This is an optimization exercise on Yosys and OpenROAD, whose aim is small area, not a production implementation. Where RTL was checked, it was by simulation tests only, not by an equivalence proof against the original. No functional check of the RTL was part of runs 1 and 2. Power and IR drop assume default switching activity.

==> flow/design.v <==
module alu_design #(parameter W = 8)(
    input clk, rst, mode, ce, cin,
    input [1:0] inp_valid,
    input [7:0] opa, opb,
    input [3:0] cmd,
    output err, ov, cout, g, l, e,
    output reg [15:0] res
);
localparam F_NONE = 3'd0, F_COUT = 3'd1, F_OV = 3'd2, F_ERR = 3'd3,
           F_L = 3'd4, F_G = 3'd5, F_E = 3'd6;
wire [7:0] a = opa, b = opb;
wire v01 = ~inp_valid[1] &  inp_valid[0];
wire v10 =  inp_valid[1] & ~inp_valid[0];
wire v11 =  inp_valid[1] &  inp_valid[0];
wire [3:0] k = cmd;
wire o_inc  = mode & ((v01 & k == 4'd4) | (v10 & k == 4'd6));
wire o_dec  = mode & ((v01 & k == 4'd5) | (v10 & k == 4'd7));
wire o_add  = mode & v11 & (k == 4'd0 | k == 4'd2);
wire o_sub  = mode & v11 & (k == 4'd1 | k == 4'd3);
wire o_cmp  = mode & v11 & k == 4'd8;
wire o_minc = mode & v11 & k == 4'd9;
wire o_mshl = mode & v11 & k == 4'd10;
wire o_sadd = mode & v11 & k == 4'd11;
wire o_ssub = mode & v11 & k == 4'd12;
wire rot_ok = ~|b[7:4];
wire o_lnorm = ~mode & v11 & (k <= 4'd5);           
wire o_nota = ~mode & v01 & k == 4'd6;
wire o_notb = ~mode & v10 & k == 4'd7;
wire o_shr  = ~mode & ((v01 & k == 4'd8) | (v10 & k == 4'd10));
wire o_shl  = ~mode & ((v01 & k == 4'd9) | (v10 & k == 4'd11));
wire o_rol  = ~mode & v11 & k == 4'd12 & rot_ok;
wire o_ror  = ~mode & v11 & k == 4'd13 & rot_ok;
wire o_err  = ~(o_inc | o_dec | o_add | o_sub | o_cmp | o_minc | o_mshl | o_sadd |
                o_ssub | o_lnorm | o_nota | o_notb | o_shr | o_shl | o_rol | o_ror);
reg [3:0] tt;
always @(*) begin
    if (mode) begin
        case ({inp_valid, k})
            6'b01_0100: tt = 4'b0000;    
            6'b01_0101: tt = 4'b1111;    
            6'b10_0110: tt = 4'b1010;    
            6'b10_0111: tt = 4'b1010;    
            6'b11_0001, 6'b11_0011, 6'b11_1000, 6'b11_1100:
                        tt = 4'b0101;    
            6'b11_1001, 6'b11_1010:
                        tt = 4'b0000;    
            default:    tt = 4'b1010;    
        endcase
    end else begin
        case ({inp_valid, k})
            6'b11_0000: tt = 4'b1000;    
            6'b11_0001: tt = 4'b0111;    
            6'b11_0010: tt = 4'b1110;    
            6'b11_0011: tt = 4'b0001;    
            6'b11_0100: tt = 4'b0110;    
            6'b11_0101: tt = 4'b1001;    
            6'b01_0110: tt = 4'b0011;    
            6'b10_0111: tt = 4'b0101;    
            6'b10_1010, 6'b10_1011:
                        tt = 4'b1010;    
            default:    tt = 4'b1100;    
        endcase
    end
end
wire [7:0] q;
genvar i;
generate
    for (i = 0; i < 8; i = i + 1) begin : lg
        if (i == 0) begin : b0
            assign q[i] = tt[{a[i], b[i]}] & ~o_shr;
        end else begin : bn
            assign q[i] = tt[{a[i], b[i]}];
        end
    end
endgenerate
wire       p_a  = mode & inp_valid[0];
wire       p_ff = mode & ~inp_valid[0] & k[0];          
wire [7:0] p = ({8{p_a}} & a) | {8{p_ff}};
wire       ci = ~mode ? 1'b0 :
                ~(inp_valid[1] & inp_valid[0]) ? ~k[0] :
                k[3] ? ~k[1] : (k[1] ? (cin ^ k[0]) : k[0]);
wire [8:0] c;
wire [7:0] sum;
assign c[0] = ci;
generate
    for (i = 0; i < 8; i = i + 1) begin : add
        alu_fa u_fa (.a(p[i]), .b(q[i]), .c(c[i]), .s(sum[i]), .co(c[i+1]));
    end
endgenerate
wire c8 = c[8];
wire sum_zero = ~|sum;
wire [8:0] binc = {1'b0, b} + {8'd0, o_minc};
wire [2:0] n_rot = b[2:0] ^ {3{k[0]}};               
wire [7:0] oh = 8'd1 << n_rot;
wire y_b   = o_minc | o_mshl;
wire y_oh  = o_rol | o_ror;
wire y_one = ~(o_err | o_cmp | y_b | y_oh | o_shr);
wire [7:0] n_y = ({8{y_b}} & (binc[7:0] | {binc[8], 7'd0})) |
                 ({8{y_oh}} & oh) | {o_shr, 6'd0, y_one};
wire [7:0] n_x = sum | {o_minc & c8 & ~binc[8], 7'd0};
wire n_s    = o_mshl | o_shl | o_ror | (o_minc & (c8 | binc[8]));
wire n_fold = o_rol | o_ror | o_shr;
wire ovs = o_sadd ? ((a[7] & b[7] & ~sum[7] & |{a[6:0], b[6:0]}) | (~a[7] & ~b[7] & sum[7])) :
                    ((~a[7] & (|a) & b[7] & sum[7]) | (a[7] & ~b[7] & ~sum[7]));
wire n_hiff = (o_dec | o_sub) & ~c8 |
              (o_sadd | o_ssub) & (a[7] ^ b[7] ^ o_ssub ^ c8) |
              (o_lnorm & k[0]) | o_nota | o_notb | o_shr;
wire [2:0] n_fc = {o_cmp,
                   o_cmp ? sum_zero :
                       (o_err | ((o_dec | o_sub) & ~c8) | ((o_sadd | o_ssub) & ovs)),
                   o_cmp ? c8 & ~sum_zero : (o_err | ((o_inc | o_add) & c8))};
reg [7:0] x;
reg [7:0] y;
reg       s, fold, hiff;
reg [2:0] fc;
always @(posedge clk)
    if (ce) x <= n_x;
always @(posedge clk or posedge rst) begin
    if (rst) begin
        y <= 0; s <= 0; fold <= 0; hiff <= 0; fc <= F_ERR;
    end else if (ce) begin
        y <= n_y; s <= n_s; fold <= n_fold; hiff <= n_hiff; fc <= n_fc;
    end
end
wire [15:0] m;
  wire mu_pp0_0 = ~(x[0] & y[0]);
  wire mu_pp0_1 = ~(x[1] & y[0]);
  wire mu_pp0_2 = ~(x[2] & y[0]);
  wire mu_pp0_3 = ~(x[3] & y[0]);
  wire mu_pp0_4 = ~(x[4] & y[0]);
  wire mu_pp0_5 = ~(x[5] & y[0]);
  wire mu_pp0_6 = ~(x[6] & y[0]);
  wire mu_pp0_7 = ~(x[7] & y[0]);
  wire mu_pp1_0 = ~(x[0] & y[1]);
  wire mu_pp1_1 = ~(x[1] & y[1]);
  wire mu_pp1_2 = ~(x[2] & y[1]);
  wire mu_pp1_3 = ~(x[3] & y[1]);
  wire mu_pp1_4 = ~(x[4] & y[1]);
  wire mu_pp1_5 = ~(x[5] & y[1]);
  wire mu_pp1_6 = ~(x[6] & y[1]);
  wire mu_pp1_7 = ~(x[7] & y[1]);
  wire mu_pp2_0 = ~(x[0] & y[2]);
  wire mu_pp2_1 = ~(x[1] & y[2]);
  wire mu_pp2_2 = ~(x[2] & y[2]);
  wire mu_pp2_3 = ~(x[3] & y[2]);
  wire mu_pp2_4 = ~(x[4] & y[2]);
  wire mu_pp2_5 = ~(x[5] & y[2]);
  wire mu_pp2_6 = ~(x[6] & y[2]);
  wire mu_pp2_7 = ~(x[7] & y[2]);
  wire mu_pp3_0 = ~(x[0] & y[3]);
  wire mu_pp3_1 = ~(x[1] & y[3]);
  wire mu_pp3_2 = ~(x[2] & y[3]);
  wire mu_pp3_3 = ~(x[3] & y[3]);
  wire mu_pp3_4 = ~(x[4] & y[3]);
  wire mu_pp3_5 = ~(x[5] & y[3]);
  wire mu_pp3_6 = ~(x[6] & y[3]);
  wire mu_pp3_7 = ~(x[7] & y[3]);
  wire mu_pp4_0 = ~(x[0] & y[4]);
  wire mu_pp4_1 = ~(x[1] & y[4]);
  wire mu_pp4_2 = ~(x[2] & y[4]);
  wire mu_pp4_3 = ~(x[3] & y[4]);
  wire mu_pp4_4 = ~(x[4] & y[4]);
  wire mu_pp4_5 = ~(x[5] & y[4]);
  wire mu_pp4_6 = ~(x[6] & y[4]);
  wire mu_pp4_7 = ~(x[7] & y[4]);
  wire mu_pp5_0 = ~(x[0] & y[5]);
  wire mu_pp5_1 = ~(x[1] & y[5]);
  wire mu_pp5_2 = ~(x[2] & y[5]);
  wire mu_pp5_3 = ~(x[3] & y[5]);
  wire mu_pp5_4 = ~(x[4] & y[5]);
  wire mu_pp5_5 = ~(x[5] & y[5]);
  wire mu_pp5_6 = ~(x[6] & y[5]);
  wire mu_pp5_7 = ~(x[7] & y[5]);
  wire mu_pp6_0 = ~(x[0] & y[6]);
  wire mu_pp6_1 = ~(x[1] & y[6]);
  wire mu_pp6_2 = ~(x[2] & y[6]);
  wire mu_pp6_3 = ~(x[3] & y[6]);
  wire mu_pp6_4 = ~(x[4] & y[6]);
  wire mu_pp6_5 = ~(x[5] & y[6]);
  wire mu_pp6_6 = ~(x[6] & y[6]);
  wire mu_pp6_7 = ~(x[7] & y[6]);
  wire mu_pp7_0 = ~(x[0] & y[7]);
  wire mu_pp7_1 = ~(x[1] & y[7]);
  wire mu_pp7_2 = ~(x[2] & y[7]);
  wire mu_pp7_3 = ~(x[3] & y[7]);
  wire mu_pp7_4 = ~(x[4] & y[7]);
  wire mu_pp7_5 = ~(x[5] & y[7]);
  wire mu_pp7_6 = ~(x[6] & y[7]);
  wire mu_pp7_7 = ~(x[7] & y[7]);
  wire mu_fs0, mu_fc0;
  alu_fa u_mu_fs0 (.a(mu_pp0_2), .b(mu_pp1_1), .c(mu_pp2_0), .s(mu_fs0), .co(mu_fc0));
  wire mu_fs1, mu_fc1;
  alu_fa u_mu_fs1 (.a(mu_pp0_3), .b(mu_pp1_2), .c(mu_pp2_1), .s(mu_fs1), .co(mu_fc1));
  wire mu_fs2, mu_fc2;
  alu_fa u_mu_fs2 (.a(mu_pp3_0), .b(mu_fc0), .c(mu_fs1), .s(mu_fs2), .co(mu_fc2));
  wire mu_fs3, mu_fc3;
  alu_fa u_mu_fs3 (.a(mu_pp0_4), .b(mu_pp1_3), .c(mu_pp2_2), .s(mu_fs3), .co(mu_fc3));
  wire mu_fs4, mu_fc4;
  alu_fa u_mu_fs4 (.a(mu_pp3_1), .b(mu_pp4_0), .c(mu_fc1), .s(mu_fs4), .co(mu_fc4));
  wire mu_fs5, mu_fc5;
  alu_fa u_mu_fs5 (.a(mu_fs3), .b(mu_fs4), .c(mu_fc2), .s(mu_fs5), .co(mu_fc5));
  wire mu_fs6, mu_fc6;
  alu_fa u_mu_fs6 (.a(mu_pp0_5), .b(mu_pp1_4), .c(mu_pp2_3), .s(mu_fs6), .co(mu_fc6));
  wire mu_fs7, mu_fc7;
  alu_fa u_mu_fs7 (.a(mu_pp3_2), .b(mu_pp4_1), .c(mu_pp5_0), .s(mu_fs7), .co(mu_fc7));
  wire mu_fs8, mu_fc8;
  alu_fa u_mu_fs8 (.a(mu_fc3), .b(mu_fs6), .c(mu_fs7), .s(mu_fs8), .co(mu_fc8));
  wire mu_fs9, mu_fc9;
  alu_fa u_mu_fs9 (.a(mu_fc4), .b(mu_fs8), .c(mu_fc5), .s(mu_fs9), .co(mu_fc9));
  wire mu_fs10, mu_fc10;
  alu_fa u_mu_fs10 (.a(mu_pp0_6), .b(mu_pp1_5), .c(mu_pp2_4), .s(mu_fs10), .co(mu_fc10));
  wire mu_fs11, mu_fc11;
  alu_fa u_mu_fs11 (.a(mu_pp3_3), .b(mu_pp4_2), .c(mu_pp5_1), .s(mu_fs11), .co(mu_fc11));
  wire mu_fs12, mu_fc12;
  alu_fa u_mu_fs12 (.a(mu_pp6_0), .b(mu_fc6), .c(mu_fc7), .s(mu_fs12), .co(mu_fc12));
  wire mu_fs13, mu_fc13;
  alu_fa u_mu_fs13 (.a(mu_fs10), .b(mu_fs11), .c(mu_fc8), .s(mu_fs13), .co(mu_fc13));
  wire mu_fs14, mu_fc14;
  alu_fa u_mu_fs14 (.a(mu_fs12), .b(mu_fs13), .c(mu_fc9), .s(mu_fs14), .co(mu_fc14));
  wire mu_fs15, mu_fc15;
  alu_fa u_mu_fs15 (.a(mu_pp0_7), .b(mu_pp1_6), .c(mu_pp2_5), .s(mu_fs15), .co(mu_fc15));
  wire mu_fs16, mu_fc16;
  alu_fa u_mu_fs16 (.a(mu_pp3_4), .b(mu_pp4_3), .c(mu_pp5_2), .s(mu_fs16), .co(mu_fc16));
  wire mu_fs17, mu_fc17;
  alu_fa u_mu_fs17 (.a(mu_pp6_1), .b(mu_pp7_0), .c(mu_fc10), .s(mu_fs17), .co(mu_fc17));
  wire mu_fs18, mu_fc18;
  alu_fa u_mu_fs18 (.a(mu_fc11), .b(mu_fs15), .c(mu_fs16), .s(mu_fs18), .co(mu_fc18));
  wire mu_fs19, mu_fc19;
  alu_fa u_mu_fs19 (.a(mu_fc12), .b(mu_fs17), .c(mu_fs18), .s(mu_fs19), .co(mu_fc19));
  wire mu_fs20, mu_fc20;
  alu_fa u_mu_fs20 (.a(mu_fc13), .b(mu_fs19), .c(mu_fc14), .s(mu_fs20), .co(mu_fc20));
  wire mu_fs21, mu_fc21;
  alu_fa u_mu_fs21 (.a(mu_pp1_7), .b(mu_pp2_6), .c(mu_pp3_5), .s(mu_fs21), .co(mu_fc21));
  wire mu_fs22, mu_fc22;
  alu_fa u_mu_fs22 (.a(mu_pp4_4), .b(mu_pp5_3), .c(mu_pp6_2), .s(mu_fs22), .co(mu_fc22));
  wire mu_fs23, mu_fc23;
  alu_fa u_mu_fs23 (.a(mu_pp7_1), .b(mu_fc15), .c(mu_fc16), .s(mu_fs23), .co(mu_fc23));
  wire mu_fs24, mu_fc24;
  alu_fa u_mu_fs24 (.a(mu_fs21), .b(mu_fs22), .c(mu_fc17), .s(mu_fs24), .co(mu_fc24));
  wire mu_fs25, mu_fc25;
  alu_fa u_mu_fs25 (.a(mu_fc18), .b(mu_fs23), .c(mu_fs24), .s(mu_fs25), .co(mu_fc25));
  wire mu_fs26, mu_fc26;
  alu_fa u_mu_fs26 (.a(mu_fc19), .b(mu_fs25), .c(mu_fc20), .s(mu_fs26), .co(mu_fc26));
  wire mu_fs27, mu_fc27;
  alu_fa u_mu_fs27 (.a(mu_pp2_7), .b(mu_pp3_6), .c(mu_pp4_5), .s(mu_fs27), .co(mu_fc27));
  wire mu_fs28, mu_fc28;
  alu_fa u_mu_fs28 (.a(mu_pp5_4), .b(mu_pp6_3), .c(mu_pp7_2), .s(mu_fs28), .co(mu_fc28));
  wire mu_fs29, mu_fc29;
  alu_fa u_mu_fs29 (.a(mu_fc21), .b(mu_fc22), .c(mu_fs27), .s(mu_fs29), .co(mu_fc29));
  wire mu_fs30, mu_fc30;
  alu_fa u_mu_fs30 (.a(mu_fs28), .b(mu_fc23), .c(mu_fs29), .s(mu_fs30), .co(mu_fc30));
  wire mu_fs31, mu_fc31;
  alu_fa u_mu_fs31 (.a(mu_fc24), .b(mu_fs30), .c(mu_fc25), .s(mu_fs31), .co(mu_fc31));
  wire mu_fs32, mu_fc32;
  alu_fa u_mu_fs32 (.a(mu_pp3_7), .b(mu_pp4_6), .c(mu_pp5_5), .s(mu_fs32), .co(mu_fc32));
  wire mu_fs33, mu_fc33;
  alu_fa u_mu_fs33 (.a(mu_pp6_4), .b(mu_pp7_3), .c(mu_fc27), .s(mu_fs33), .co(mu_fc33));
  wire mu_fs34, mu_fc34;
  alu_fa u_mu_fs34 (.a(mu_fc28), .b(mu_fs32), .c(mu_fs33), .s(mu_fs34), .co(mu_fc34));
  wire mu_fs35, mu_fc35;
  alu_fa u_mu_fs35 (.a(mu_fc29), .b(mu_fs34), .c(mu_fc30), .s(mu_fs35), .co(mu_fc35));
  wire mu_fs36, mu_fc36;
  alu_fa u_mu_fs36 (.a(mu_pp4_7), .b(mu_pp5_6), .c(mu_pp6_5), .s(mu_fs36), .co(mu_fc36));
  wire mu_fs37, mu_fc37;
  alu_fa u_mu_fs37 (.a(mu_pp7_4), .b(mu_fc32), .c(mu_fs36), .s(mu_fs37), .co(mu_fc37));
  wire mu_fs38, mu_fc38;
  alu_fa u_mu_fs38 (.a(mu_fc33), .b(mu_fs37), .c(mu_fc34), .s(mu_fs38), .co(mu_fc38));
  wire mu_fs39, mu_fc39;
  alu_fa u_mu_fs39 (.a(mu_pp5_7), .b(mu_pp6_6), .c(mu_pp7_5), .s(mu_fs39), .co(mu_fc39));
  wire mu_fs40, mu_fc40;
  alu_fa u_mu_fs40 (.a(mu_fc36), .b(mu_fs39), .c(mu_fc37), .s(mu_fs40), .co(mu_fc40));
  wire mu_fs41, mu_fc41;
  alu_fa u_mu_fs41 (.a(mu_pp6_7), .b(mu_pp7_6), .c(mu_fc39), .s(mu_fs41), .co(mu_fc41));
  wire mu_hs42 = ~(mu_pp0_1 ^ mu_pp1_0);
  wire mu_hc42 = mu_pp0_1 | mu_pp1_0;
  wire mu_hs43 = ~(mu_fs0 ^ mu_hc42);
  wire mu_hc43 = mu_fs0 | mu_hc42;
  wire mu_hs44 = ~(mu_fs2 ^ mu_hc43);
  wire mu_hc44 = mu_fs2 | mu_hc43;
  wire mu_hs45 = ~(mu_fs5 ^ mu_hc44);
  wire mu_hc45 = mu_fs5 | mu_hc44;
  wire mu_hs46 = ~(mu_fs9 ^ mu_hc45);
  wire mu_hc46 = mu_fs9 | mu_hc45;
  wire mu_hs47 = ~(mu_fs14 ^ mu_hc46);
  wire mu_hc47 = mu_fs14 | mu_hc46;
  wire mu_hs48 = ~(mu_fs20 ^ mu_hc47);
  wire mu_hc48 = mu_fs20 | mu_hc47;
  wire mu_hs49 = ~(mu_fs26 ^ mu_hc48);
  wire mu_hc49 = mu_fs26 | mu_hc48;
  wire mu_fs50, mu_fc50;
  alu_fa u_mu_fs50 (.a(mu_fs31), .b(mu_fc26), .c(mu_hc49), .s(mu_fs50), .co(mu_fc50));
  wire mu_fs51, mu_fc51;
  alu_fa u_mu_fs51 (.a(mu_fs35), .b(mu_fc31), .c(mu_fc50), .s(mu_fs51), .co(mu_fc51));
  wire mu_fs52, mu_fc52;
  alu_fa u_mu_fs52 (.a(mu_fs38), .b(mu_fc35), .c(mu_fc51), .s(mu_fs52), .co(mu_fc52));
  wire mu_fs53, mu_fc53;
  alu_fa u_mu_fs53 (.a(mu_fs40), .b(mu_fc38), .c(mu_fc52), .s(mu_fs53), .co(mu_fc53));
  wire mu_fs54, mu_fc54;
  alu_fa u_mu_fs54 (.a(1'b1), .b(mu_fs41), .c(mu_fc40), .s(mu_fs54), .co(mu_fc54));
  wire mu_fs55, mu_fc55;
  alu_fa u_mu_fs55 (.a(mu_pp7_7), .b(mu_fc41), .c(mu_fc54), .s(mu_fs55), .co(mu_fc55));
  wire mu_fs56, mu_fc56;
  alu_fa u_mu_fs56 (.a(1'b0), .b(mu_fs41), .c(mu_fc40), .s(mu_fs56), .co(mu_fc56));
  wire mu_fs57, mu_fc57;
  alu_fa u_mu_fs57 (.a(mu_pp7_7), .b(mu_fc41), .c(mu_fc56), .s(mu_fs57), .co(mu_fc57));
  wire mu_cs13 = mu_fc53 ? mu_fs54 : mu_fs56;
  wire mu_cs14 = mu_fc53 ? mu_fs55 : mu_fs57;
  wire mu_cs15 = mu_fc53 ? mu_fc55 : mu_fc57;
  assign m = ~{mu_cs15, mu_cs14, mu_cs13, mu_fs53, mu_fs52, mu_fs51, mu_fs50, mu_hs49, mu_hs48, mu_hs47, mu_hs46, mu_hs45, mu_hs44, mu_hs43, mu_hs42, mu_pp0_0};
wire [15:0] ms = s ? {m[14:0], 1'b0} : m;
wire [7:0]  hi = (hiff ? {8{~fold}} : ms[15:8]) | {7'd0, fc == F_COUT};
wire [7:0]  lo = ms[7:0] | ({8{fold}} & {s & m[14], ms[14:8]});
reg [2:0] fc2;
always @(posedge clk or posedge rst) begin
    if (rst) begin
        res <= 0; fc2 <= F_NONE;
    end else if (ce) begin
        res <= {hi, lo}; fc2 <= fc;
    end
end
assign cout = fc2 == F_COUT;
assign ov   = fc2 == F_OV;
assign g    = fc2 == F_G;
assign l    = fc2 == F_L;
assign e    = fc2 == F_E;
assign err  = fc2 == F_ERR;
endmodule
module alu_fa (input a, b, c, output s, co);
    assign s = a ^ b ^ c;
    assign co = (a & b) | (c & (a ^ b));
endmodule
==> flow/flow/run.sh <==
#!/bin/bash
# Standard ORFS layout with these changes:
#  - synthesis maps logic with an area-oriented ABC script (flow/synth.tcl)
#  - port buffers use the smallest buffer cell
#  - clock tree: large sink clusters and no dummy loads
set -euo pipefail
F="$PWD/flow"
bash standard.sh SYNTH_SCRIPT="$F/synth.tcl" \
  "BUFFER_PORTS_ARGS=-buffer_cell sky130_fd_sc_hd__buf_1" \
  "CTS_ARGS=-sink_clustering_enable -repair_clock_nets -dont_use_dummy_load -buf_list sky130_fd_sc_hd__clkbuf_8 -sink_clustering_size 50 -sink_clustering_max_diameter 300" \
  finish > standard.log 2>&1
==> flow/flow/area.abc <==
strash
&get -n
&deepsyn -I 10 -J 50
&put
dch -f
amap
topo
stime -c
dnsize -c
==> flow/flow/synth.tcl <==
# synth_recipe.tcl with one change: the final technology mapping uses the
# area-oriented ABC script beside this file instead of ORFS's speed script.
proc synth {args} { yosys synth -nofsm -noshare {*}$args }
set ::area_abc_script [file join [file dirname [file normalize [info script]]] area.abc]
proc abc {args} {
  set i [lsearch $args -script]
  if {$i >= 0} { lset args [expr {$i + 1}] $::area_abc_script }
  yosys abc {*}$args
}
source $::env(SCRIPTS_DIR)/synth.tcl
# left out here: clear keep_hierarchy, flatten, clean up, hide names made inside functions, write 1_2_yosys.v
==> flow/standard.sh <==
#!/bin/bash
# synth_recipe.tcl (not shown) runs the flow's synth.tcl, then flattens the netlist and writes it again
# the make line also repeats each setting of config.mk as NAME=value (left out here)
make -C /OpenROAD-flow-scripts/flow DESIGN_CONFIG=/design/flow/config.mk WORK_HOME=/design/flow/orfs CLKGATE_MAP_FILE= SYNTH_SCRIPT=/design/flow/synth_recipe.tcl "${@:-finish}"
==> flow/config.mk <==
export PLATFORM = sky130hd
export DESIGN_NAME = alu_design
export DESIGN_NICKNAME = alu_design
export VERILOG_FILES = /design/flow/design.v
export SDC_FILE = /design/flow/constraint.sdc
export NUM_CORES = 4
export LEC_CHECK = 0
export CAP_MARGIN = 20
export CORE_MARGIN = 2
export CORE_UTILIZATION = 60
export CTS_BUF_LIST = sky130_fd_sc_hd__clkbuf_8
export GPL_TIMING_DRIVEN = 0
export SLEW_MARGIN = 20
export SYNTH_HIERARCHICAL = 1
==> flow/constraint.sdc <==
create_clock -name core_clock -period 7.0 [get_ports {clk}]
set_input_delay 1.4000 -clock core_clock [delete_from_list [all_inputs] [get_ports {clk}]]
set_output_delay 1.4000 -clock core_clock [all_outputs]
set_load 0.01 [all_outputs]
==> Flow_metrics.wiki, run 1 <==
{| class="wikitable"
! Metric !! Value
|-
| Result of the run || finished clean
|-
| Y dimension of the die || 88.38 um
|-
| Vias per inst || 6.119
|-
| Register clock-pin slew on the reported worst setup and hold paths || 0.07 ns
|-
| Terminus of the critical flop-to-flop path || res[6]
|-
| Horizontal die dimension || 88.38 um
|-
| Full die area || 7810 sq um
|-
| Count of port buffers added during placement || 48
|-
| Max-Slew Margin vs Limit || 38.57%
|-
| Total count of max-transition violations in the final report || 0
|-
| Total number of H-tree levels || 2
|-
| Remaining global-route overflow || 0
|-
| Hold path endpoint || fc[1]
|-
| Total of max-cap violations || 0
|-
| Lkg Pwr || 0.001504 uW
|-
| Total power per unit cell area || 153.5 nW/um^2
|-
| Setup Viol. Count Final || 0
|-
| Buffer cell driving the clock tree root || sky130_fd_sc_hd__clkbuf_8
|-
| Count of pins on the block boundary || 49
|-
| Worst-skew pair later-pin latency || 0.30 ns
|-
| Capturing element type of the critical path || flop
|-
| Number of CTS-inserted buffers || 5
|-
| Worst hold path cell count || 2
|-
| Fill cell count || 583
|-
| Starting density of the core || 62.53%
|-
| Average footprint of a synthesized cell || 8.629 sq um
|-
| Routed len/inst || 17.47 um
|-
| RD Place Congestion || 0.9740
|-
| Final critical-path required period || 6.824 ns
|-
| Area Overhead vs Synth || 13.12%
|-
| Biggest area consumer among synthesized cells || sky130_fd_sc_hd__fa_1
|-
| Global router's overall resource usage || 31.09%
|-
| Via count of the first global-routing pass || 4021
|-
| Maximum number of pins on one net before global-route repair || 39
|-
| Startpoint type of the worst setup path || primary input
|-
| DRT Wirelength || 11.34 mm
|-
| Number of antenna violations at the first check in global routing || 0
|-
| Final Total Pwr || 741.9 uW
|-
| Final setup skew || 0.02572 ns
|-
| Number of different library cells in the post-synthesis netlist || 41
|-
| Iteration count of the initial detailed-routing pass || 5
|-
| Layout net count || 653
|-
| Std-Cell Core Area || 6832 sq um
|-
| Gate count after technology mapping || 495
|-
| Number of failing hold endpoints at the final stage || 0
|-
| Reg-to-reg slack, setup || 0.56 ns
|-
| DRC violations left || 0
|-
| Number of sinks driven by the clock tree || 41
|-
| Synthesized netlist net count || 593
|-
| Initial DRC Count || 220
|-
| Max clock buf depth || 2
|-
| Critical path fanouts, max || 8
|-
| Final Cycle Share || 97.49%
|-
| Worst min-delay path startpoint || fc[1]
|-
| Maximum vdd drop || 91.17 uV
|-
| Type of the worst min-delay path || reg2reg
|-
| Clock tree from TritonCTS || yes
|-
| R2r worst-path depth || 20
|-
| WS Path Type || in2reg
|-
| Data arrival time at the worst-slack endpoint || 7.04 ns
|-
| Number of hold buffers added after CTS || 0
|-
| Largest cells by area after synthesis || sky130_fd_sc_hd__fa_1 (27%), sky130_fd_sc_hd__dfrtp_1 (18%), sky130_fd_sc_hd__nand2_1 (8.1%)
|-
| Reg-to-reg startpoint || x[3]
|-
| Summed area of non-filler cells in the final layout || 4832 sq um
|-
| Fraction of layout cells with a size suffix above 1 || 9.403%
|-
| Area of placed instances || 4574 sq um
|-
| Post-detailed-route count of antenna-violating nets || 0
|-
| Seq/Total Area, Yosys || 25.01%
|-
| Netlist area before placement || 4272 sq um
|-
| Rows || 30
|-
| Fmax || 146.5 MHz
|-
| Transition time of the tightest slew-check pin || 0.8983 ns
|-
| HPWL reported at the end of detailed placement || 8.766 mm
|-
| Vias after detailed routing || 3971
|-
| Count of warnings emitted by yosys || 7
|-
| WP data required || 7.21 ns
|-
| First-pass GRT wire length || 18.69 mm
|-
| Number of synthesized register bits || 41
|-
| Number of antenna cells inserted || 0
|-
| Fraction of post-synthesis cell area in the top cell type by area || 27.18%
|}
==> worst max-delay path by stage <==
| stage | slack (ns) | start | end | cells after the start |
|---|---|---|---|---|
| 2_1_floorplan | 0.09 | inp_valid[1] | fc[0] | 23 |
| 3_3_place_gp | -0.93 | inp_valid[0] | fc[0] | 26 |
| 3_5_place_dp | -0.96 | inp_valid[0] | fc[0] | 26 |
| 4_1_cts | 0.02 | cmd[1] | fc[0] | 26 |
| 5_1_grt | -0.04 | mode | fc[0] | 23 |
| 6_report | 0.18 | mode | fc[0] | 23 |
==> cell usage after synthesis <==
library cell,count
sky130_fd_sc_hd__a31o_1,1
sky130_fd_sc_hd__a211oi_1,2
sky130_fd_sc_hd__o22a_1,1
sky130_fd_sc_hd__a311oi_1,4
sky130_fd_sc_hd__nor3_1,20
sky130_fd_sc_hd__nor2_1,65
sky130_fd_sc_hd__nand3_1,13
sky130_fd_sc_hd__ha_1,13
sky130_fd_sc_hd__a2111oi_0,2
sky130_fd_sc_hd__dfstp_2,2
sky130_fd_sc_hd__nor4_1,5
sky130_fd_sc_hd__a22o_1,1
sky130_fd_sc_hd__and3_1,1
sky130_fd_sc_hd__o311ai_0,3
sky130_fd_sc_hd__o21bai_1,3
sky130_fd_sc_hd__clkinv_1,69
sky130_fd_sc_hd__o21ai_0,19
sky130_fd_sc_hd__o211a_1,1
sky130_fd_sc_hd__o22ai_1,8
sky130_fd_sc_hd__fa_1,58
sky130_fd_sc_hd__edfxtp_1,8
sky130_fd_sc_hd__o21a_1,1
sky130_fd_sc_hd__conb_1,2
sky130_fd_sc_hd__a221o_1,2
sky130_fd_sc_hd__a21oi_1,14
sky130_fd_sc_hd__or2_0,1
sky130_fd_sc_hd__o31ai_1,6
sky130_fd_sc_hd__o211ai_1,7
sky130_fd_sc_hd__o32ai_1,2
sky130_fd_sc_hd__a221oi_1,2
sky130_fd_sc_hd__a22oi_1,5
sky130_fd_sc_hd__nand4_1,3
sky130_fd_sc_hd__nor2b_1,3
sky130_fd_sc_hd__nand2_1,92
sky130_fd_sc_hd__a31oi_1,3
sky130_fd_sc_hd__or4_1,1
sky130_fd_sc_hd__dfrtp_1,31
sky130_fd_sc_hd__o221ai_1,16
sky130_fd_sc_hd__nand2b_1,1
sky130_fd_sc_hd__o32a_1,3
sky130_fd_sc_hd__o2111ai_1,1
==> final cells by class <==
type	instances	area, sq um	share of cell area [%]
clock buffers	5	68.82	1.424
inverters	69	277.8	5.748
multi-input cells	385	3069	63.52
flip-flops and latches	41	1069	22.11
well taps	96	120.1	2.486
repair buffers	53	227.7	4.713
==> worst max-delay path, cell delays in order <==
cell                       delay, ns
sky130_fd_sc_hd__buf_1          0.29
sky130_fd_sc_hd__clkinv_1       0.25
sky130_fd_sc_hd__a21oi_1        0.26
sky130_fd_sc_hd__o21ai_1        0.15
sky130_fd_sc_hd__o211ai_1       0.19
sky130_fd_sc_hd__buf_4          0.17
sky130_fd_sc_hd__a31oi_4        0.07
sky130_fd_sc_hd__a22oi_2        0.22
sky130_fd_sc_hd__o22a_1         0.14
sky130_fd_sc_hd__nor2_1         0.05
sky130_fd_sc_hd__fa_2           0.37
sky130_fd_sc_hd__fa_2           0.36
sky130_fd_sc_hd__fa_1           0.39
sky130_fd_sc_hd__fa_2           0.36
sky130_fd_sc_hd__fa_2           0.35
sky130_fd_sc_hd__fa_2           0.35
sky130_fd_sc_hd__fa_2           0.37
sky130_fd_sc_hd__fa_2           0.50
sky130_fd_sc_hd__nor4_2         0.22
sky130_fd_sc_hd__nand2_1        0.15
sky130_fd_sc_hd__a31o_1         0.25
sky130_fd_sc_hd__nand3_1        0.08
sky130_fd_sc_hd__a21oi_1        0.07
==> stage by stage <==
step,util (%),setup WS (ns),hold WS (ns),std cells,setup TNS (ns)
floorplan,-,0.09088,0.4515,495,0
global placement,66.92,-0.9269,0.4671,639,-3.676
detailed placement,66.96,-0.9579,0.4718,639,-3.832
CTS,70.05,0.01734,0.4829,648,0
global route,70.73,-0.04013,0.5090,649,-0.06845
finish,70.73,0.1756,0.4792,649,0
==> logic make-up after synthesis <==
family / synth area share, %
AND/OR/NAND/NOR: 19.89
AO/OA/AOI/OAI: 17.87
adder cells (fa/ha/maj): 30.99
buffers and inverters: 6.063
flip-flops: 25.01
other: 0.1758
==> registers in the layout, summed over array words and instances, names as in the netlist <==
signal and count:
res 16, hiff 1, fold 1, s 1, y 8, x 8, fc2 3, fc 3
==> per-module statistics from Yosys, one instance, submodules excluded <==
module	cells	copies in the design	flops+latches	cell area, sq um
alu_design	437	1	41	3110
alu_fa	1	58	0	20.02
==> metal layers <==
layer | GRT usage (%) | share of wire, % | up-vias
li1 | - | - | 1839
met1 | 39.07 | 41 | 1927
met2 | 54.68 | 51 | 172
met3 | 4.198 | 4.8 | 33
met4 | 11.98 | 3.3 | 0
met5 | 0 | 0 | -
==> placed cells by master, fill, tap and decap left out, types with 13 or more instances in the layout <==
cell,n
sky130_fd_sc_hd__nand2_1,90
sky130_fd_sc_hd__clkinv_1,59
sky130_fd_sc_hd__nor2_1,57
sky130_fd_sc_hd__fa_1,51
sky130_fd_sc_hd__buf_1,42
sky130_fd_sc_hd__dfrtp_1,31
sky130_fd_sc_hd__nor3_1,19
sky130_fd_sc_hd__o21ai_0,16
sky130_fd_sc_hd__o221ai_1,16
sky130_fd_sc_hd__nand3_1,13
sky130_fd_sc_hd__a21oi_1,13
sky130_fd_sc_hd__ha_1,13
==> report_power, final <==
group          switching (uW)  internal (uW)  total, uW
Clock                    70.4           64.2        135
Combinational             172            104        276
Sequential               46.0            285        331
==> timing repair <==
| item | 4_1_cts | 5_1_grt |
|---|---|---|
| gates resized for setup | 37 | 16 |
| setup endpoints to repair | 5 | 4 |
| buffers inserted | 4 | 1 |
| pin swaps | 5 | 7 |
==> run 2, diff against run 1 <==
--- a/flow/design.v
+++ b/flow/design.v
@@ -81,3 +81,4 @@
                 k[3] ? ~k[1] : (k[1] ? (cin ^ k[0]) : k[0]);
-wire [8:0] c;
+localparam SPLIT = 5;
+wire [SPLIT:0] c;
 wire [7:0] sum;
@@ -85,3 +86,3 @@
 generate
-    for (i = 0; i < 8; i = i + 1) begin : add
+    for (i = 0; i < SPLIT; i = i + 1) begin : add
         alu_fa u_fa (.a(p[i]), .b(q[i]), .c(c[i]), .s(sum[i]), .co(c[i+1]));
@@ -89,3 +90,16 @@
 endgenerate
-wire c8 = c[8];
+wire [8:SPLIT+1] z0, z1;
+wire [7:SPLIT]   s0, s1;
+assign s0[SPLIT] = p[SPLIT] ^ q[SPLIT];
+assign z0[SPLIT+1] = p[SPLIT] & q[SPLIT];
+assign s1[SPLIT] = ~(p[SPLIT] ^ q[SPLIT]);
+assign z1[SPLIT+1] = p[SPLIT] | q[SPLIT];
+generate
+    for (i = SPLIT + 1; i < 8; i = i + 1) begin : addh
+        alu_fa u_fa0 (.a(p[i]), .b(q[i]), .c(z0[i]), .s(s0[i]), .co(z0[i+1]));
+        alu_fa u_fa1 (.a(p[i]), .b(q[i]), .c(z1[i]), .s(s1[i]), .co(z1[i+1]));
+    end
+endgenerate
+assign sum[7:SPLIT] = c[SPLIT] ? s1 : s0;
+wire c8 = c[SPLIT] ? z1[8] : z0[8];
 wire sum_zero = ~|sum;
==> run 2 against run 1 <==
Design area rose by 2.8%. Routed wire length fell by 0.48%. Highest routed layer unchanged. Register-to-register slack improved by 0.10 ns. Clock skew rose by 0.011 ns. Critical path depth rose by 8. Worst setup slack improved by 0.035 ns.
==> Flow_metrics.wiki, run 2 <==
{| class="wikitable"
! Metric !! Value
|-
| R2r worst-path depth || 20
|-
| Seq/Total Area, Yosys || 24.87%
|-
| Y dimension of the die || 88.62 um
|-
| Reg-to-reg startpoint || y[1]
|-
| Result of the run || finished clean
|-
| Iteration count of the initial detailed-routing pass || 5
|-
| Number of CTS-inserted buffers || 5
|-
| Leading cell type in the layout, fill and taps excluded || sky130_fd_sc_hd__nand2_1
|-
| Clock tree from TritonCTS || yes
|-
| Synthesized netlist net count || 586
|-
| Remaining global-route overflow || 0
|-
| Number of synthesized register bits || 41
|-
| Routed len/inst || 17.44 um
|-
| Final Cycle Share || 96.99%
|-
| First-pass GRT wire length || 18.06 mm
|-
| Setup TNS || 0 ns
|-
| Most Frequent Cell on Critical Path || sky130_fd_sc_hd__fa_1
|-
| Worst-skew pair later-pin latency || 0.31 ns
|-
| Number of antenna violations at the first check in global routing || 0
|-
| Top Metal Used || met4
|-
| Number of antenna cells inserted || 0
|-
| DRT Wirelength || 11.28 mm
|-
| Number of failing hold endpoints at the final stage || 0
|-
| Starting density of the core || 62.55%
|-
| Post-synth top cells || sky130_fd_sc_hd__nand2_1 (79), sky130_fd_sc_hd__clkinv_1 (67), sky130_fd_sc_hd__fa_1 (59)
|-
| Layout net count || 654
|-
| Transition time of the tightest slew-check pin || 0.7784 ns
|-
| WP data required || 7.20 ns
|-
| Non-Filler Instances || 647
|-
| Full die area || 7854 sq um
|-
| Worst hold path cell count || 1
|-
| Horizontal die dimension || 88.62 um
|-
| Maximum number of pins on one net before global-route repair || 34
|-
| Std-Cell Core Area || 6869 sq um
|-
| Biggest area consumer among synthesized cells || sky130_fd_sc_hd__fa_1
|-
| Via count of the first global-routing pass || 3926
|-
| Largest cells by area after synthesis || sky130_fd_sc_hd__fa_1 (27%), sky130_fd_sc_hd__dfrtp_1 (18%), sky130_fd_sc_hd__nand2_1 (6.9%)
|-
| Number of enable flip-flop cells after synthesis || 8
|-
| Rows || 30
|-
| Count of warnings emitted by yosys || 7
|-
| Detailed route wirelength on metal2 || 5.599 mm
|-
| Startpoint type of the worst setup path || primary input
|-
| Lkg Pwr || 0.001574 uW
|-
| CP max stage delay || 0.46 ns
|-
| Total of max-cap violations || 0
|-
| Capturing element type of the critical path || flop
|-
| Most used DFF post-synth || sky130_fd_sc_hd__dfrtp_1
|-
| Largest delay contributor family on the critical path || adder cells
|-
| Count of pins on the block boundary || 49
|-
| Global router's overall resource usage || 30.13%
|-
| Top library cells by usage in the layout, fill and taps aside || sky130_fd_sc_hd__nand2_1 (77), sky130_fd_sc_hd__clkinv_1 (57), sky130_fd_sc_hd__fa_1 (57)
|-
| Register clock-pin slew on the reported worst setup and hold paths || 0.07 ns
|-
| Vias after detailed routing || 4044
|-
| Core utilization of the finished layout || 72.35%
|-
| Average footprint of a synthesized cell || 8.859 sq um
|-
| Max clock buf depth || 2
|-
| Final setup skew || 0.03677 ns
|-
| Async set-reset flop share out of synthesis || 80.49%
|-
| Fraction of layout cells with a size suffix above 1 || 11.25%
|-
| Maximum vdd drop || 101.9 uV
|-
| Area Overhead vs Synth || 15.67%
|-
| NetSw || 315.4 uW
|-
| Setup Viol. Count Final || 0
|-
| Terminus of the critical flop-to-flop path || res[6]
|-
| Reg-to-reg slack, setup || 0.66 ns
|-
| Register share of total power || 41.9%
|-
| Worst min-delay path startpoint || hiff
|-
| Part of the total power dissipated in combinational logic || 40.8%
|-
| Count of port buffers added during placement || 48
|-
| Routed metal-1 wirelength || 4.618 mm
|-
| Post-detailed-route count of antenna-violating nets || 0
|-
| Most common cell in the netlist || sky130_fd_sc_hd__nand2_1
|-
| Buffer cell driving the clock tree root || sky130_fd_sc_hd__clkbuf_8
|-
| Fraction of post-synthesis cell area in the top cell type by area || 27.49%
|-
| DRC violations left || 0
|-
| Vias per inst || 6.250
|-
| Total count of max-transition violations in the final report || 0
|-
| Gate count after technology mapping || 485
|-
| Data arrival time at the worst-slack endpoint || 6.99 ns
|-
| Netlist area before placement || 4297 sq um
|-
| Max-Slew Margin vs Limit || 47.71%
|-
| Top flop regs || res (16), x (8), y (8)
|-
| Number of flip-flops in the largest register || 16
|-
| Fmax || 147.3 MHz
|-
| Initial DRC Count || 303
|-
| RD Place Congestion || 0.9550
|-
| Crit-path slowest cell || sky130_fd_sc_hd__fa_2
|-
| Register with the most flip-flops || res
|-
| Final Total Pwr || 792.0 uW
|-
| Number of different library cells in the post-synthesis netlist || 35
|-
| Critical path fanouts, max || 6
|-
| Final critical-path required period || 6.789 ns
|-
| Total power per unit cell area || 159.4 nW/um^2
|-
| Hold path endpoint || hiff
|-
| Switching share of power || 39.83%
|-
| Count of placed standard cells including taps || 629
|-
| Total number of H-tree levels || 2
|-
| Metal3 WL || 673 um
|-
| Clk network pwr share || 17.3%
|-
| Number of sinks driven by the clock tree || 41
|-
| Type of the worst min-delay path || reg2reg
|-
| WS Path Type || in2reg
|-
| Buffer and inverter count on the worst path || 7
|-
| Cell internal power dissipation || 476.5 uW
|-
| HPWL reported at the end of detailed placement || 8.800 mm
|}
## run 2: repair_timing
| action | in CTS | in global routing |
|---|---|---|
| resized for setup | 23 | 33 |
| pin swaps | 5 | 12 |
| buffers inserted | 6 | 7 |
| endpoints found under the setup margin | 8 | 5 |
| hold buffers | 0 | 0 |
## run 2: cell families after synthesis
logic type	Yosys count	synth area share (%)
buf+inv	67	5.853
other cells	2	0.1748
simple gates	179	17.65
fa+ha+maj	74	31.86
flops	41	24.87
compound gates	122	19.60
## run 2: routing by layer
layer	global-route usage [%]	vias up
li1	-	1865
met1	38.82	1941
met2	51.02	204
met3	2.892	34
met4	14.88	0
met5	0	-
## run 2: worst max path at each step
stage	start	to	slack [ns]	cells after the start
2_1_floorplan	inp_valid[0]	fc[0]	0.01	29
3_3_place_gp	mode	fc[0]	-1.55	26
3_5_place_dp	inp_valid[0]	fc[0]	-1.53	30
4_1_cts	cmd[2]	fc[0]	0.003	28
5_1_grt	inp_valid[0]	fc[0]	-0.07	31
6_report	inp_valid[0]	fc[1]	0.21	31
## run 2: worst reg2reg max path, stage by stage (launching register included)
cell,delay (ns)
sky130_fd_sc_hd__dfrtp_1,0.59
sky130_fd_sc_hd__nand2_1,0.15
sky130_fd_sc_hd__fa_1,0.43
sky130_fd_sc_hd__fa_1,0.47
sky130_fd_sc_hd__fa_1,0.42
sky130_fd_sc_hd__fa_1,0.38
sky130_fd_sc_hd__fa_1,0.39
sky130_fd_sc_hd__fa_1,0.38
sky130_fd_sc_hd__fa_1,0.45
sky130_fd_sc_hd__clkinv_1,0.06
sky130_fd_sc_hd__ha_1,0.14
sky130_fd_sc_hd__clkinv_1,0.07
sky130_fd_sc_hd__fa_1,0.39
sky130_fd_sc_hd__fa_1,0.39
sky130_fd_sc_hd__fa_1,0.41
sky130_fd_sc_hd__fa_1,0.45
sky130_fd_sc_hd__clkinv_1,0.11
sky130_fd_sc_hd__o22a_1,0.19
sky130_fd_sc_hd__nor2_1,0.05
sky130_fd_sc_hd__nor2_1,0.17
sky130_fd_sc_hd__o221ai_1,0.16
## run 2: cell type report
cell class,instances,area [sq um]
sequential,41,1069
fill,549,1899
tap,96,120.1
inverter,67,266.5
multi-input combinational,377,3159
clock buffer,5,68.82
timing repair buffer,61,286.5
## run 2: power by group through the flow
stage / sequential [uW] / combinational (uW) / clock (uW)
floorplan: 331 / 180 / 0
global placement: 334 / 268 / 0
detailed placement: 336 / 275 / 0
CTS: 331 / 294 / 139
global route: 337 / 360 / 145
finish: 332 / 323 / 137
## run 2: per-module statistics from Yosys, one instance, submodules excluded
| module | cells | copies in the design | cell area [sq um] |
|---|---|---|---|
| alu_fa | 1 | 59 | 20.02 |
| alu_design | 426 | 1 | 3115 |
## run 2: stage by stage
step           cell area [sq um]  worst slack (ns)  hold slack (ns)
2_1_floorplan               4303           0.01361           0.4586
3_3_place_gp                4603            -1.551           0.4720
3_5_place_dp                4606            -1.534           0.4798
4_1_cts                     4793          0.002778           0.4909
5_1_grt                     4970          -0.06923           0.5200
6_report                    4970            0.2106           0.4912
==> run 3, diff against run 2 <==
--- a/flow/design.v
+++ b/flow/design.v
@@ -81,3 +81,3 @@
                 k[3] ? ~k[1] : (k[1] ? (cin ^ k[0]) : k[0]);
-localparam SPLIT = 5;
+localparam SPLIT = 4;
 wire [SPLIT:0] c;
==> run 3 against run 2 <==
Still clean. Flip-flop and latch count stayed put. Fmax increased by 2.9%. Design area is 4.2% lower. Count of clock-buffer cells in the layout unchanged. Cell count unchanged. Largest power group unchanged.
==> Flow_metrics.wiki, run 3 <==
{| class="wikitable"
! Metric !! Value
|-
| Post-synthesis compound-gate area fraction || 19.45%
|-
| Buffer and inverter count on the worst path || 5
|-
| Std-Cell Core Area || 7137 sq um
|-
| Cells traversed along the worst timing path || buf_1 -> clkinv_1 -> nor2_2 -> clkinv_1 -> a2111oi_4 -> a21boi_0 -> o21ai_0 -> clkinv_1 -> a221oi_1 -> nor3_1 -> fa_1 -> fa_1 -> fa_1 -> fa_1 -> o22ai_1 -> clkinv_1 -> a21oi_1 -> o22ai_1 -> nor3_1 -> a21oi_1
|-
| Number of antenna cells inserted || 0
|-
| Vias after detailed routing || 3940
|-
| Result of the run || finished clean
|-
| Worst hold path cell count || 2
|-
| Setup TNS || 0 ns
|-
| Crit-path slowest cell || sky130_fd_sc_hd__a2111oi_4
|-
| Horizontal die dimension || 89.13 um
|-
| HPWL reported at the end of detailed placement || 8.653 mm
|-
| Number of different library cells in the post-synthesis netlist || 42
|-
| Critical path fanouts, max || 5
|-
| Number of CTS-inserted buffers || 5
|-
| Type of the worst min-delay path || reg2reg
|-
| Number of failing hold endpoints at the final stage || 0
|-
| Clock tree from TritonCTS || yes
|-
| Total number of H-tree levels || 2
|-
| Routed len/inst || 16.70 um
|-
| Area Overhead vs Synth || 9.468%
|-
| Post-synthesis share of cell area spent on and, or, nand and nor gates || 17.47%
|-
| Adder-cell area share of the yosys netlist || 31.94%
|-
| Worst Setup Slack, final || 0.4049 ns
|-
| R2r worst-path depth || 19
|-
| Buffer cell driving the clock tree root || sky130_fd_sc_hd__clkbuf_8
|-
| Count of warnings emitted by yosys || 7
|-
| Number of antenna violations at the first check in global routing || 0
|-
| Leading cell type in the layout, fill and taps excluded || sky130_fd_sc_hd__nand2_1
|-
| Worst-skew pair later-pin latency || 0.30 ns
|-
| Register clock-pin slew on the reported worst setup and hold paths || 0.07 ns
|-
| Setup repair after global routing missed its margin || false
|-
| Remaining global-route overflow || 0
|-
| CP max stage delay || 0.50 ns
|-
| Total count of max-transition violations in the final report || 0
|-
| DRT Wirelength || 10.81 mm
|-
| Largest delay contributor family on the critical path || compound AO/OA/AOI/OAI gates
|-
| Transition time of the tightest slew-check pin || 0.7539 ns
|-
| Final setup skew || 0.03309 ns
|-
| WS Path Type || in2reg
|-
| Number of synthesized register bits || 41
|-
| Final Cycle Share || 94.22%
|-
| Final Total Pwr || 796.5 uW
|-
| Capturing element type of the critical path || flop
|-
| Number of flip-flops in the largest register || 16
|-
| Number of sinks driven by the clock tree || 41
|-
| Terminus of the critical flop-to-flop path || res[6]
|-
| Data arrival time at the worst-slack endpoint || 6.72 ns
|-
| Average footprint of a synthesized cell || 8.784 sq um
|-
| Lkg Pwr || 0.001519 uW
|-
| Count of pins on the block boundary || 49
|-
| Y dimension of the die || 89.13 um
|-
| Maximum vdd drop || 75.75 uV
|-
| DRC violations left || 0
|-
| RD Place Congestion || 0.9657
|-
| Seq/Total Area, Yosys || 24.58%
|-
| Netlist area before placement || 4348 sq um
|-
| Vias per inst || 6.090
|-
| Full die area || 7943 sq um
|-
| Via count of the first global-routing pass || 3783
|-
| Max-Slew Margin vs Limit || 49.59%
|-
| Gate count after technology mapping || 495
|-
| Hold path endpoint || fc[1]
|-
| Post-synth top cells || sky130_fd_sc_hd__nand2_1 (91), sky130_fd_sc_hd__clkinv_1 (74), sky130_fd_sc_hd__fa_1 (60)
|-
| Fraction of layout cells with a size suffix above 1 || 2.737%
|-
| Startpoint type of the worst setup path || primary input
|-
| Fraction of post-synthesis cell area in the top cell type by area || 27.63%
|-
| Top flop regs || res (16), x (8), y (8)
|-
| Biggest area consumer among synthesized cells || sky130_fd_sc_hd__fa_1
|-
| Iteration count of the initial detailed-routing pass || 6
|-
| Reg-to-reg slack, setup || 0.54 ns
|-
| Initial DRC Count || 222
|-
| Worst min-delay path startpoint || fc[1]
|-
| Most common cell in the netlist || sky130_fd_sc_hd__nand2_1
|-
| Number of enable flip-flop cells after synthesis || 8
|-
| Largest family of logic cells by synthesized area || adder cells
|-
| First-pass GRT wire length || 17.88 mm
|-
| Most used DFF post-synth || sky130_fd_sc_hd__dfrtp_1
|-
| Final critical-path required period || 6.595 ns
|-
| Total of max-cap violations || 0
|-
| Maximum number of pins on one net before global-route repair || 34
|-
| Max clock buf depth || 2
|-
| Rows || 31
|-
| Top library cells by usage in the layout, fill and taps aside || sky130_fd_sc_hd__nand2_1 (91), sky130_fd_sc_hd__clkinv_1 (72), sky130_fd_sc_hd__fa_1 (60)
|-
| Count of port buffers added during placement || 48
|-
| Global router's overall resource usage || 29.31%
|-
| Post-detailed-route count of antenna-violating nets || 0
|-
| Total setup buffers inserted after CTS || 0
|-
| Fmax || 151.6 MHz
|-
| Total power per unit cell area || 167.4 nW/um^2
|-
| Proportion of synthesized area in mux cells || 0%
|-
| Synthesized netlist net count || 597
|-
| Xor and xnor area share after synthesis || 0%
|-
| Worst slack at placement || -0.5254 ns
|-
| Register with the most flip-flops || res
|-
| Largest cells by area after synthesis || sky130_fd_sc_hd__fa_1 (28%), sky130_fd_sc_hd__dfrtp_1 (18%), sky130_fd_sc_hd__nand2_1 (7.9%)
|-
| Reg-to-reg startpoint || y[0]
|-
| Starting density of the core || 60.92%
|-
| WP data required || 7.12 ns
|-
| Async set-reset flop share out of synthesis || 80.49%
|-
| Layout net count || 652
|-
| Setup Viol. Count Final || 0
|}
[run 3: cell count changes after synthesis, sizes merged, moves of 3 or more]
| cell | before | now |
|---|---|---|
| a221o | 4 | 0 |
| a221oi | 2 | 5 |
| a222oi | 0 | 4 |
| a22oi | 8 | 4 |
| a31oi | 3 | 6 |
| clkinv | 67 | 74 |
| nand2 | 79 | 91 |
| nor3 | 32 | 13 |
| o2111ai | 0 | 4 |
| o221ai | 18 | 10 |
| o22a | 3 | 0 |
| or2 | 0 | 3 |
[run 3: kinds of logic (layout without fill, tap and decap cells)]
group	Yosys count	after routing
adders and majority gates	75	75
AOI/OAI and AO/OA	123	123
and+or+nand+nor	180	180
buffers and inverters	74	127
other	2	2
DFF	41	41
[run 3: Yosys stat by module (local to each module, per instance)]
module | cells | flip-flops and latches | cell area, sq um | times used
alu_design | 435 | 41 | 3147 | 1
alu_fa | 1 | 0 | 20.02 | 60
[run 3: worst min-delay path, stage by stage, from the launching register on]
cell	delay, ns
sky130_fd_sc_hd__dfstp_2	0.36
sky130_fd_sc_hd__clkinv_1	0.06
sky130_fd_sc_hd__a21oi_1	0.06
[run 3: per-layer routing]
metal	GRT usage, %	vias up	share of wire [%]
li1	-	1853	-
met1	39.16	1910	43
met2	48.48	148	49
met3	2.862	29	4.9
met4	13.57	0	3.6
met5	0	-	0
[run 3: cell type report]
cell class,instances,area [sq um]
fill,621,2377
tap,99,123.9
timing repair buffer,48,182.7
inverter,74,282.8
clock buffer,5,68.82
sequential,41,1069
multi-input combinational,380,3033
[run 3: what timing repair did]
action / CTS / global route
pin swaps: 0 / 0
gates resized for setup: 2 / 7
hold buffers: 0 / 0
setup endpoints to repair: 3 / 3
[run 3: worst max-delay path by stage]
stage | to | startpoint | cells past startpoint | slack (ns)
4_1_cts | hiff | inp_valid[0] | 20 | 0.20
2_1_floorplan | fc[1] | inp_valid[0] | 19 | 0.80
3_5_place_dp | fc[1] | inp_valid[0] | 20 | -0.53
5_1_grt | hiff | cmd[1] | 20 | 0.08
6_report | hiff | inp_valid[0] | 20 | 0.40
3_3_place_gp | fc[1] | inp_valid[0] | 20 | -0.58
[run 3: metrics by stage]
step | area [sq um] | cells | hold slack [ns] | util, %
6_report | 4760 | 647 | 0.4914 | 66.69
5_1_grt | 4760 | 647 | 0.5168 | 66.69
4_1_cts | 4730 | 647 | 0.4935 | 66.27
3_5_place_dp | 4654 | 642 | 0.4824 | 65.22
3_3_place_gp | 4652 | 642 | 0.4811 | 65.18
2_1_floorplan | 4348 | 495 | 0.4582 | -
[run 3: power by group]
part           switching [uW]  internal (uW)  leakage [uW]
Sequential               48.7            289      0.000482
Clock                    70.8           64.2     0.0000359
Combinational             200            123       0.00100
==> run 4, diff against run 3 <==
--- a/flow/design.v
+++ b/flow/design.v
@@ -312,13 +312,10 @@
   wire mu_fs54, mu_fc54;
-  alu_fa u_mu_fs54 (.a(1'b1), .b(mu_fs41), .c(mu_fc40), .s(mu_fs54), .co(mu_fc54));
+  alu_fa u_mu_fs54 (.a(mu_fs41), .b(mu_fc40), .c(mu_fc53), .s(mu_fs54), .co(mu_fc54));
   wire mu_fs55, mu_fc55;
-  alu_fa u_mu_fs55 (.a(mu_pp7_7), .b(mu_fc41), .c(mu_fc54), .s(mu_fs55), .co(mu_fc55));
+  alu_fa u_mu_fs55 (.a(1'b1), .b(mu_pp7_7), .c(mu_fc41), .s(mu_fs55), .co(mu_fc55));
   wire mu_fs56, mu_fc56;
-  alu_fa u_mu_fs56 (.a(1'b0), .b(mu_fs41), .c(mu_fc40), .s(mu_fs56), .co(mu_fc56));
-  wire mu_fs57, mu_fc57;
-  alu_fa u_mu_fs57 (.a(mu_pp7_7), .b(mu_fc41), .c(mu_fc56), .s(mu_fs57), .co(mu_fc57));
-  wire mu_cs13 = mu_fc53 ? mu_fs54 : mu_fs56;
-  wire mu_cs14 = mu_fc53 ? mu_fs55 : mu_fs57;
-  wire mu_cs15 = mu_fc53 ? mu_fc55 : mu_fc57;
-  assign m = ~{mu_cs15, mu_cs14, mu_cs13, mu_fs53, mu_fs52, mu_fs51, mu_fs50, mu_hs49, mu_hs48, mu_hs47, mu_hs46, mu_hs45, mu_hs44, mu_hs43, mu_hs42, mu_pp0_0};
+  alu_fa u_mu_fs56 (.a(1'b0), .b(mu_pp7_7), .c(mu_fc41), .s(mu_fs56), .co(mu_fc56));
+  wire mu_cs14 = mu_fc54 ? mu_fs55 : mu_fs56;
+  wire mu_cs15 = mu_fc54 ? mu_fc55 : mu_fc56;
+  assign m = ~{mu_cs15, mu_cs14, mu_fs54, mu_fs53, mu_fs52, mu_fs51, mu_fs50, mu_hs49, mu_hs48, mu_hs47, mu_hs46, mu_hs45, mu_hs44, mu_hs43, mu_hs42, mu_pp0_0};
 wire [15:0] ms = s ? {m[14:0], 1'b0} : m;
==> flow/flow/area.abc (replaced) <==
strash
&get -n
&deepsyn -I 10 -J 50
&put
dch -f
amap -m
topo
stime -c
dnsize -c
==> run 4 against run 3 <==
Register-to-register slack lost 0.16 ns. Via count is 1.3% higher. Sequential power is 1% lower. Total power down 5.7%. Area after synthesis decreased by 0.66%.
==> Flow_metrics.wiki, run 4 <==
{| class="wikitable"
! Metric !! Value
|-
| Synthesized netlist net count || 594
|-
| Post-detailed-route count of antenna-violating nets || 0
|-
| WS Path Type || in2reg
|-
| Capturing element type of the critical path || flop
|-
| Max-Slew Margin vs Limit || 48.63%
|-
| Startpoint type of the worst setup path || primary input
|-
| Total power per unit cell area || 158.4 nW/um^2
|-
| Netlist area before placement || 4319 sq um
|-
| Type of the worst min-delay path || reg2reg
|-
| Fraction of layout cells with a size suffix above 1 || 3.279%
|-
| Async set-reset flop share out of synthesis || 80.49%
|-
| Area Overhead vs Synth || 9.791%
|-
| Switching share of power || 38.57%
|-
| Remaining global-route overflow || 0
|-
| Buffer cell driving the clock tree root || sky130_fd_sc_hd__clkbuf_8
|-
| Most common cell in the netlist || sky130_fd_sc_hd__nand2_1
|-
| Iteration count of the initial detailed-routing pass || 5
|-
| Initial DRC Count || 266
|-
| Register clock-pin slew on the reported worst setup and hold paths || 0.09 ns
|-
| Final setup skew || 0.02863 ns
|-
| First-pass GRT wire length || 18.16 mm
|-
| Full die area || 7893 sq um
|-
| Clk network pwr share || 17.7%
|-
| Worst-skew pair later-pin latency || 0.30 ns
|-
| Worst min-delay path startpoint || res[7]
|-
| Number of different library cells in the post-synthesis netlist || 38
|-
| Vias after detailed routing || 3990
|-
| Average footprint of a synthesized cell || 8.761 sq um
|-
| Reg-to-reg startpoint || y[0]
|-
| Routed len/inst || 16.91 um
|-
| Hold path endpoint || res[7]
|-
| Total count of max-transition violations in the final report || 0
|-
| Leading cell type in the layout, fill and taps excluded || sky130_fd_sc_hd__nand2_1
|-
| Starting density of the core || 62.88%
|-
| Number of enable flip-flop cells after synthesis || 8
|-
| Setup repair after global routing missed its margin || false
|-
| Total number of H-tree levels || 2
|-
| Register with the most flip-flops || res
|-
| Gate count after technology mapping || 493
|-
| Setup Viol. Count Final || 0
|-
| Biggest area consumer among synthesized cells || sky130_fd_sc_hd__fa_1
|-
| Max clock buf depth || 2
|-
| Worst Hold Margin || 0.5034 ns
|-
| Result of the run || finished clean
|-
| Largest cells by area after synthesis || sky130_fd_sc_hd__fa_1 (27%), sky130_fd_sc_hd__dfrtp_1 (18%), sky130_fd_sc_hd__nand2_1 (7.7%)
|-
| Number of CTS-inserted buffers || 5
|-
| WP data required || 7.22 ns
|-
| Seq/Total Area, Yosys || 24.74%
|-
| Terminus of the critical flop-to-flop path || res[6]
|-
| Part of the total power dissipated in combinational logic || 37.9%
|-
| Cell internal power dissipation || 461.4 uW
|-
| Lkg Pwr || 0.001489 uW
|-
| Count of pins on the block boundary || 49
|-
| Total of max-cap violations || 0
|-
| Number of antenna cells inserted || 0
|-
| Register share of total power || 44.4%
|-
| Std-Cell Core Area || 6869 sq um
|-
| Y dimension of the die || 88.85 um
|-
| Top library cells by usage in the layout, fill and taps aside || sky130_fd_sc_hd__nand2_1 (89), sky130_fd_sc_hd__nor2_1 (59), sky130_fd_sc_hd__fa_1 (59)
|-
| Final critical-path required period || 6.764 ns
|-
| Critical path fanouts, max || 12
|-
| Layout net count || 652
|-
| Final Cycle Share || 96.64%
|-
| Global router's overall resource usage || 29.97%
|-
| Number of antenna violations at the first check in global routing || 0
|-
| DRC violations left || 0
|-
| Reg-to-reg slack, setup || 0.38 ns
|-
| Count of warnings emitted by yosys || 7
|-
| Fmax || 147.8 MHz
|-
| Maximum number of pins on one net before global-route repair || 35
|-
| Top flop regs || res (16), x (8), y (8)
|-
| Vias per inst || 6.186
|-
| Number of failing hold endpoints at the final stage || 0
|-
| Most used DFF post-synth || sky130_fd_sc_hd__dfrtp_1
|-
| Rows || 30
|-
| Maximum vdd drop || 105.4 uV
|-
| Number of flip-flops in the largest register || 16
|-
| Data arrival time at the worst-slack endpoint || 6.99 ns
|-
| Clock tree from TritonCTS || yes
|-
| RD Place Congestion || 0.9365
|-
| Post-synth top cells || sky130_fd_sc_hd__nand2_1 (89), sky130_fd_sc_hd__fa_1 (59), sky130_fd_sc_hd__nor2_1 (59)
|-
| Number of synthesized register bits || 41
|-
| DRT Wirelength || 10.91 mm
|-
| Transition time of the tightest slew-check pin || 0.7635 ns
|-
| Fraction of post-synthesis cell area in the top cell type by area || 27.35%
|-
| Via count of the first global-routing pass || 3957
|-
| HPWL reported at the end of detailed placement || 8.851 mm
|-
| NetSw || 289.7 uW
|-
| Core utilization of the finished layout || 69.03%
|-
| Horizontal die dimension || 88.85 um
|-
| Count of port buffers added during placement || 48
|-
| Number of sinks driven by the clock tree || 41
|-
| R2r worst-path depth || 20
|-
| Worst hold path cell count || 2
|}
## run 4: cell types whose count changed after synthesis, sizes merged, moves of 5 or more
| cell | previous run | this run |
|---|---|---|
| o22a | 0 | 5 |
| nand4 | 6 | 1 |
| nor2 | 46 | 59 |
| o211ai | 2 | 13 |
| clkinv | 74 | 55 |
| nor3 | 13 | 23 |
## run 4: cells by family after synthesis
kind of cell / share of synthesized area (%)
simple gates: 19.93
compound gates: 18.45
fa+ha+maj: 31.69
buf+inv: 4.780
flops: 24.74
other cells: 0.1739
mux: 0.2318
## run 4: area by class of cell
type	count	area [sq um]
Sequential cell	41	1069
Inverter	55	209.0
Tap cell	96	120.1
Multi-Input combinational cell	397	3072
Timing Repair Buffer	51	203.9
Clock buffer	5	68.82
Fill cell	580	2127
## run 4: Yosys stat by module (local to each module, per instance)
module      cell area [sq um]  times used  flops+latches  cells
alu_design               3138           1             41    434
alu_fa                  20.02          59              0      1
## run 4: worst max-delay path by stage
| stage | startpoint | end | slack [ns] | cells after the start |
|---|---|---|---|---|
| floorplan | x[3] | res[6] | 0.76 | 20 |
| global placement | cmd[0] | fc[1] | -0.48 | 21 |
| detailed placement | cmd[0] | fc[1] | -0.58 | 21 |
| CTS | cmd[0] | fc[1] | 0.06 | 21 |
| global route | y[0] | res[7] | 0.03 | 20 |
| finish | cmd[0] | fc[1] | 0.24 | 21 |
## run 4: critical path, cell delays in order
cell	delay (ns)
sky130_fd_sc_hd__buf_1	0.44
sky130_fd_sc_hd__clkinv_2	0.28
sky130_fd_sc_hd__a31oi_1	0.28
sky130_fd_sc_hd__a31oi_1	0.14
sky130_fd_sc_hd__o211ai_1	0.17
sky130_fd_sc_hd__nor2_1	0.11
sky130_fd_sc_hd__or2_1	0.36
sky130_fd_sc_hd__o21ai_0	0.24
sky130_fd_sc_hd__o32a_1	0.21
sky130_fd_sc_hd__nor2_1	0.09
sky130_fd_sc_hd__fa_1	0.42
sky130_fd_sc_hd__fa_1	0.39
sky130_fd_sc_hd__fa_1	0.39
sky130_fd_sc_hd__fa_1	0.49
sky130_fd_sc_hd__o22ai_2	0.29
sky130_fd_sc_hd__clkinv_1	0.20
sky130_fd_sc_hd__or3_1	0.40
sky130_fd_sc_hd__nor4b_4	0.31
sky130_fd_sc_hd__a21oi_1	0.09
sky130_fd_sc_hd__o21ai_0	0.10
sky130_fd_sc_hd__o32a_1	0.17
## run 4: through the flow
step / total power (uW) / instances / TNS, ns / instance area [sq um] / setup WS [ns]
2_1_floorplan: 511.1 / 493 / 0 / 4319 / 0.7588
3_3_place_gp: 601.6 / 637 / -0.9090 / 4619 / -0.4791
3_5_place_dp: 611.2 / 637 / -1.086 / 4622 / -0.5823
4_1_cts: 744.1 / 642 / 0 / 4698 / 0.05717
5_1_grt: 810.3 / 645 / 0 / 4742 / 0.03471
6_report: 751.1 / 645 / 0 / 4742 / 0.2355
## run 4: timing repair
action / in CTS / in global routing
setup buffers: 0 / 3
setup endpoints to repair: 2 / 3
endpoints found under the hold margin: 0 / 0
resized for setup: 2 / 6
hold buffers: 0 / 0
## run 4: per-layer routing
layer | vias up | GRT usage [%] | routed length (um)
li1 | 1837 | - | -
met1 | 1937 | 37.35 | 4341
met2 | 183 | 50.68 | 5495
met3 | 33 | 4.757 | 660
met4 | 0 | 14.88 | 411
met5 | - | 0 | 0
## run 4: power by group through the flow
stage | Clock [uW] | Combinational, uW | Sequential, uW
2_1_floorplan | 0 | 179 | 333
3_3_place_gp | 0 | 265 | 336
3_5_place_dp | 0 | 274 | 337
4_1_cts | 136 | 275 | 333
5_1_grt | 146 | 325 | 339
6_report | 133 | 285 | 333

## afterwards: timing with drivers on the ports
The results above use ideal ports. As a check the final layouts listed here were re-extracted and re-timed, cells and wires unchanged.
Step 1, drivers: a clkbuf_16 drives clk and a buf_2 each remaining input, both assumed.
Step 2 moves the port delays by t, midway between the first and last clock arrival at a register: inputs arrive t later, outputs are due t later. That takes back most of the time a late clock gives input paths.
Three values: no drivers, after step 1, after step 2; two values: the first two.
run | t, ns | slack for setup (ns) | hold slack, ns | worst data-port slew with drivers (ns)
run 1 | 0.309 | 0.176 / 0.180 / -0.130 | 0.479 / 0.479 / 0.479 | 0.03
run 2 | 0.318 | 0.211 / 0.220 / -0.097 | 0.491 / 0.491 / 0.491 | 0.03
run 3 | 0.310 | 0.405 / 0.414 / 0.104 | 0.491 / 0.491 / 0.491 | 0.03
run 4 | 0.314 | 0.236 / 0.242 / -0.071 | 0.503 / 0.503 / 0.503 | 0.03
Met with ideal ports but missed after step 2: setup timing in run 1, run 2 and run 4. The setup slack of run 2, which loses most, moves by +0.009 ns with the drivers and by -0.308 ns with both steps.
